This design comes from an exercise in tuning for small area, a short achievable clock period and few clock cycles per item on the open sky130 flow, not from production work.
In this exercise RTL edits were held to simulation tests only and were not proved equivalent to the original.

Design multiplier, start of the top module:
module multiplier #(MANT_BITS=23, EXP_BITS=8)(
	input wire clk,
	input wire reset_n,
	input wire input_valid,
	input logic [EXP_BITS+MANT_BITS:0] in_a,
	input logic [EXP_BITS+MANT_BITS:0] in_b,
	output logic [EXP_BITS+MANT_BITS:0] data_out,
	output logic output_valid
);
localparam [1:0] IDLE = 2'd0, SHIFT = 2'd1, MUL = 2'd2, LOAD = 2'd3;
logic [1:0] st;
logic [7:0] ea, eb;
logic za, zb;
logic [9:0] esum;               
logic slow;
assign ea = in_a[30:23];
assign eb = in_b[30:23];
assign za = (ea == 8'd0);
assign zb = (eb == 8'd0);
assign esum = {2'b0, ea | {7'b0, za}} + {2'b0, eb | {7'b0, zb}};
assign slow = (za & ~zb & (|in_a[22:0])) | (zb & ~za & (|in_b[22:0]));
logic [23:0] sh;                
logic        sh_a;              
logic [8:0]  e;                 
logic        s126_r;
wire shifting = (st == SHIFT) && !sh[23] && !e[8] && !s126_r;
always_ff @(posedge clk) begin
	if (st == IDLE)
		sh_a <= za;
	if (st == LOAD)
		sh <= {1'b0, sh_a ? in_a[22:0] : in_b[22:0]};
	else if (shifting)
		sh <= sh << 1;
end
wire use_sh = (st == MUL);
wire [23:0] x = (use_sh && sh_a) ? sh : {~za, in_a[22:0]};
wire [23:0] y = (use_sh && !sh_a) ? sh : {~zb, in_b[22:0]};
	wire one0 = y[0] ^ 1'b0;
	wire two0 = (y[1] & ~y[0] & ~1'b0) | (~y[1] & y[0] & 1'b0);
	wire neg0 = y[1];
	wire pp1 = ((one0 & x[0]) | (two0 & 1'b0)) ^ neg0;
	wire pp2t;
	mul_bselp upp2 (one0, two0, x[1], x[0], pp2t);
	wire pp2 = pp2t ^ neg0;
	wire pp3t;
	mul_bselp upp3 (one0, two0, x[2], x[1], pp3t);
	wire pp3 = pp3t ^ neg0;
	wire pp4t;
	mul_bselp upp4 (one0, two0, x[3], x[2], pp4t);
	wire pp4 = pp4t ^ neg0;
	wire pp5t;
	mul_bselp upp5 (one0, two0, x[4], x[3], pp5t);
	wire pp5 = pp5t ^ neg0;
	wire pp6t;
	mul_bselp upp6 (one0, two0, x[5], x[4], pp6t);
	wire pp6 = pp6t ^ neg0;
	wire pp7t;
	mul_bselp upp7 (one0, two0, x[6], x[5], pp7t);
	wire pp7 = pp7t ^ neg0;
	wire pp8t;
	mul_bselp upp8 (one0, two0, x[7], x[6], pp8t);
	wire pp8 = pp8t ^ neg0;
  ...
export LEC_CHECK = 0
export CAP_MARGIN = 20
export CORE_MARGIN = 2
export CORE_UTILIZATION = 60
export SETUP_SLACK_MARGIN = 2.5
export SLEW_MARGIN = 20
export SYNTH_HIERARCHICAL = 1
create_clock -name core_clock -period 8.0 [get_ports {clk}]
standard.sh (not shown) runs the stock make flow with config.mk's settings and CLKGATE_MAP_FILE= SYNTH_SCRIPT=/design/flow/synth_recipe.tcl, a recipe that flattens the netlist after the stock synthesis.
==> flow/flow/run.sh <==
#!/bin/bash
set -euo pipefail
export BUFFER_PORTS_ARGS="-buffer_cell sky130_fd_sc_hd__buf_4"
bash standard.sh > standard.log 2>&1
The baseline ran to the end with no violations.
Testbench counts at the start, summed over its fixed seeds: cycles 3,200, items 3,200.
Then changed:
--- a/flow/config.mk
+++ b/flow/config.mk
@@ -9,4 +9,4 @@
 export CORE_MARGIN = 2
-export CORE_UTILIZATION = 60
-export SETUP_SLACK_MARGIN = 2.5
+export CORE_UTILIZATION = 65
+export SETUP_SLACK_MARGIN = 2.4
 export SLEW_MARGIN = 20
Outcome:
- synthesized area does not change
- clock-buffer cell count stays the same
- fmax decreases by 2.1%
- global-route usage rises by 2.2 points
- first-iteration DRC count came out higher by 9.7%
Then changed:
--- a/flow/config.mk
+++ b/flow/config.mk
@@ -10,3 +10,4 @@
 export CORE_UTILIZATION = 65
-export SETUP_SLACK_MARGIN = 2.4
+export GPL_ROUTABILITY_DRIVEN = 0
+export SETUP_SLACK_MARGIN = 2.3
 export SLEW_MARGIN = 20
The new run produced a clean layout.
Wire length goes down by 2.3%.
Cell area falls by 0.95%.
Global-route usage is lower by 0.56 points.
Worst hold slack gets worse by 35 ps.
Register-to-register slack gets worse by 90 ps.
Worst setup slack got worse by 94 ps.
Core utilization shrinks by 0.73 points.
Final cell count is unchanged.
Then changed:
--- a/flow/config.mk
+++ b/flow/config.mk
@@ -10,3 +10,2 @@
 export CORE_UTILIZATION = 65
-export GPL_ROUTABILITY_DRIVEN = 0
 export SETUP_SLACK_MARGIN = 2.3
Effect: Worst setup slack gains 84 ps. Count of clock-buffer cells in the layout stays the same. Global-route usage barely changes. Cell count decreases by 0.35%. Final area falls by about 0.45%. Critical path depth goes down by 2. Synthesized area is unchanged.

* * *

build 17:
Another version of the RTL of multiplier (not shown whole).
Size in the first run: roughly 1900 cells after synthesis, about 100 I/O pins, roughly 19000 um^2 of cells after synthesis.
clock: 8.0 ns
lec_check: 0
cap_margin: 20
core_margin: 2
core_utilization: 65
setup_slack_margin: 2.5
slew_margin: 20
synth_hierarchical: 1
==> flow/flow/run.sh <==
#!/bin/bash
set -euo pipefail
export BUFFER_PORTS_ARGS="-buffer_cell sky130_fd_sc_hd__buf_2"
bash standard.sh > standard.log 2>&1
No stage failed in build 17, and the final checks on the layout all came back clean.
Testbench counts of build 17, summed over its fixed seeds: cycles 3,200, items 3,200.
--- input diff build 17..build 42 ---
Settings: an added TNS_END_PERCENT of 10.
==> flow/flow/run.sh <==
#!/bin/bash
set -euo pipefail
export BUFFER_PORTS_ARGS="-buffer_cell sky130_fd_sc_hd__buf_4"
bash standard.sh > standard.log 2>&1
Notes after the runs:
Lower total length of routed wires was reported by build 42, not build 17. Taking build 17 as the reference, in build 42 share of the final layout cell area in sequential cells now sits higher, total number of vias fell by 708, area added between synthesis and finish shows a reduction of 3.3 points. Build 17 → build 42: number of iterations in the first detailed-routing pass fell 2, wire length of the first global-routing pass fell 2.9%. Taking build 17 as the reference point, the fraction of the core area covered by cells at the end of the flow of build 42 falls by 2.2 points.
Inputs modified between build 42 and build 14:
Settings: clearing TNS_END_PERCENT, which used to be 10; swapping 2.5 for 3.5 in SETUP_SLACK_MARGIN.
==> comparison <==
- Build 14 vs build 42, count of buffers added by post-CTS timing repair for setup went up by 196.
- Build 14: it failed during global routing, and the tool reported GRT-0232.
- Against build 42, build 14 comes in 0.64% lower on cell count after placement.
- Compared with build 42, build 14 shows area of placed instances that has gone up slightly.
- Number of different library cells in the post-synthesis netlist essentially unchanged between build 14 and build 42.
- As of build 14, total of cells resized after clock tree synthesis had risen by more than 100% compared to build 42.
- Between build 14 and build 42, the difference in number of I/O port buffers is negligible.
- Per the comparison of build 14 with build 42, post-synthesis compound-gate area fraction held steady, sum of net half-perimeters after detailed placement grew by about 3%, mean area per synthesized cell held steady.
## Diff of input files: build 73 against build 14
Settings: swapping 3.5 for 2.5 in SETUP_SLACK_MARGIN.
==> run summary <==
- Build 73 completed end to end with timing, DRC and antenna clean.
- Re total CTS buffers: no difference whatsoever between build 73 and build 14.
- Build 73 against build 14; post-placement cell area is down slightly.
- [compare] base=build 14 new=build 73: final RePlAce weighted congestion now sits lower, H-tree depth reported by CTS now sits at about the same level, height of the die now sits at about the same level, number of gates resized after cts now sits lower, number of placed I/O pins now sits at about the same level.
- Reported for build 14 and build 73, synthesized-area fraction occupied by and/or/nand/nor cells turned out identical to the last digit.
- In build 73 relative to build 14, cell total after placement had gone up slightly.
- Re proportion of synthesized flip-flops having asynchronous set or reset: no difference whatsoever between build 14 and build 73.
- Number of setup buffers added after CTS, build 14 and build 73, higher one = build 14.

* * *

run a:
multiplier again, from the RTL that the note above started with.
clock: 8.0 ns
lec_check: 0
cap_margin: 20
core_margin: 2
core_utilization: 65
setup_slack_margin: 2.2
slew_margin: 20
synth_hierarchical: 1
==> flow/flow/run.sh <==
#!/bin/bash
set -euo pipefail
export BUFFER_PORTS_ARGS="-buffer_cell sky130_fd_sc_hd__buf_4"
bash standard.sh > standard.log 2>&1
Testbench counts of run a, summed over its fixed seeds: cycles 3,200, items 3,200.
Edits applied to the flow inputs when going from run a to run b:
Settings: setting TNS_END_PERCENT to 10 for the first time; changing SETUP_SLACK_MARGIN from 2.2 to 3.0.
Findings:
- Detailed route, run b vs run a: via total higher for run b
- Min critical path depth across run a and run b: run a
- Fraction of layout instances using a drive strength above 1 up 6.4 points in run b wrt run a

* * *

rev 12:
Starting RTL as in the previous note.
export LEC_CHECK = 0
export CAP_MARGIN = 20
export CORE_MARGIN = 2
export CORE_UTILIZATION = 45
export SETUP_SLACK_MARGIN = 3.0
export SLEW_MARGIN = 20
export SYNTH_HIERARCHICAL = 1
create_clock -name core_clock -period 8.0 [get_ports {clk}]
Scripts as last shown in full above: flow/flow/run.sh
Testbench counts of rev 12, summed over its fixed seeds: cycles 3,200, items 3,200.
Edits applied to the flow inputs when going from rev 12 to rev 13:
Settings: a change of CORE_UTILIZATION from 45 to 65.
Findings:
- FAIL rev 13 @ global routing: tool exited with error
- Between rev 12 and rev 13, the flow reports vertical die dimension decreasing by more than 10%.
- Delta (rev 13 minus rev 12): starting density of the core picked up an extra 20 points; floorplan die width has decreased.

* * *

== job 7913 ==
multiplier again, from the RTL that the note above started with.
clock: 8.0 ns
lec_check: 0
cap_margin: 20
core_margin: 2
core_utilization: 65
setup_slack_margin: 2.0
slew_margin: 20
synth_hierarchical: 1
Scripts as last shown in full above: flow/flow/run.sh
Testbench counts of job 7913, summed over its fixed seeds: cycles 3,200, items 3,200.
Here is what was changed in the inputs of job 5738 compared with job 7913.
diff --git a/flow/config.mk b/flow/config.mk
--- a/flow/config.mk
+++ b/flow/config.mk
@@ -10,2 +10,2 @@
-export CORE_UTILIZATION = 65
-export SETUP_SLACK_MARGIN = 2.0
+export CORE_UTILIZATION = 50
+export SETUP_SLACK_MARGIN = 2.5
[summary]
Diff job 7913 -> job 5738: die area went up 9100 µm², first-pass GRT wire length climbed 3.2%, post-route minimum period -0.42 ns.
Final routed wirelength across all metal layers delta for job 5738 relative to job 7913: about 5% higher

==> afterwards: timing with drivers on the ports <==
How much do the figures lean on ideal ports? The routed layouts below were timed once more, with nothing changed but the port constraints. Step 1, drivers: a clkbuf_16 drives clk and a buf_2 each remaining input, both assumed. Step 2 moves the port delays by t, midway between the first and last clock arrival at a register: inputs arrive t later, outputs are due t later. That takes back most of the time a late clock gives input paths. Three values: no drivers, after step 1, after step 2; two values: the first two.
run	t (ns)	setup WS [ns]	worst data-port slew with drivers (ns)
the first run of note 1	0.421	2.553 / 2.574 / 2.153	0.04
the second run of note 1	0.413	2.436 / 2.452 / 2.039	0.04
the third run of note 1	0.406	2.342 / 2.360 / 1.953	0.04
the fourth run of note 1	0.406	2.426 / 2.426 / 2.053	0.05
build 17	0.440	2.504 / 2.540 / 2.100	0.04
build 42	0.438	2.449 / 2.482 / 2.044	0.06
build 73	0.445	2.491 / 2.519 / 2.075	0.05
run a	0.440	2.259 / 2.287 / 1.848	0.05
run b	0.440	2.414 / 2.438 / 1.998	0.06
rev 12	0.453	2.692 / 2.704 / 2.251	0.06
job 7913	0.444	2.089 / 2.125 / 1.681	0.05
job 5738	0.437	2.508 / 2.537 / 2.100	0.05
After both steps setup and hold are still met in every run listed. For rev 12, which loses most, drivers alone change the setup slack by +0.012 ns; drivers and shift together by -0.441 ns.
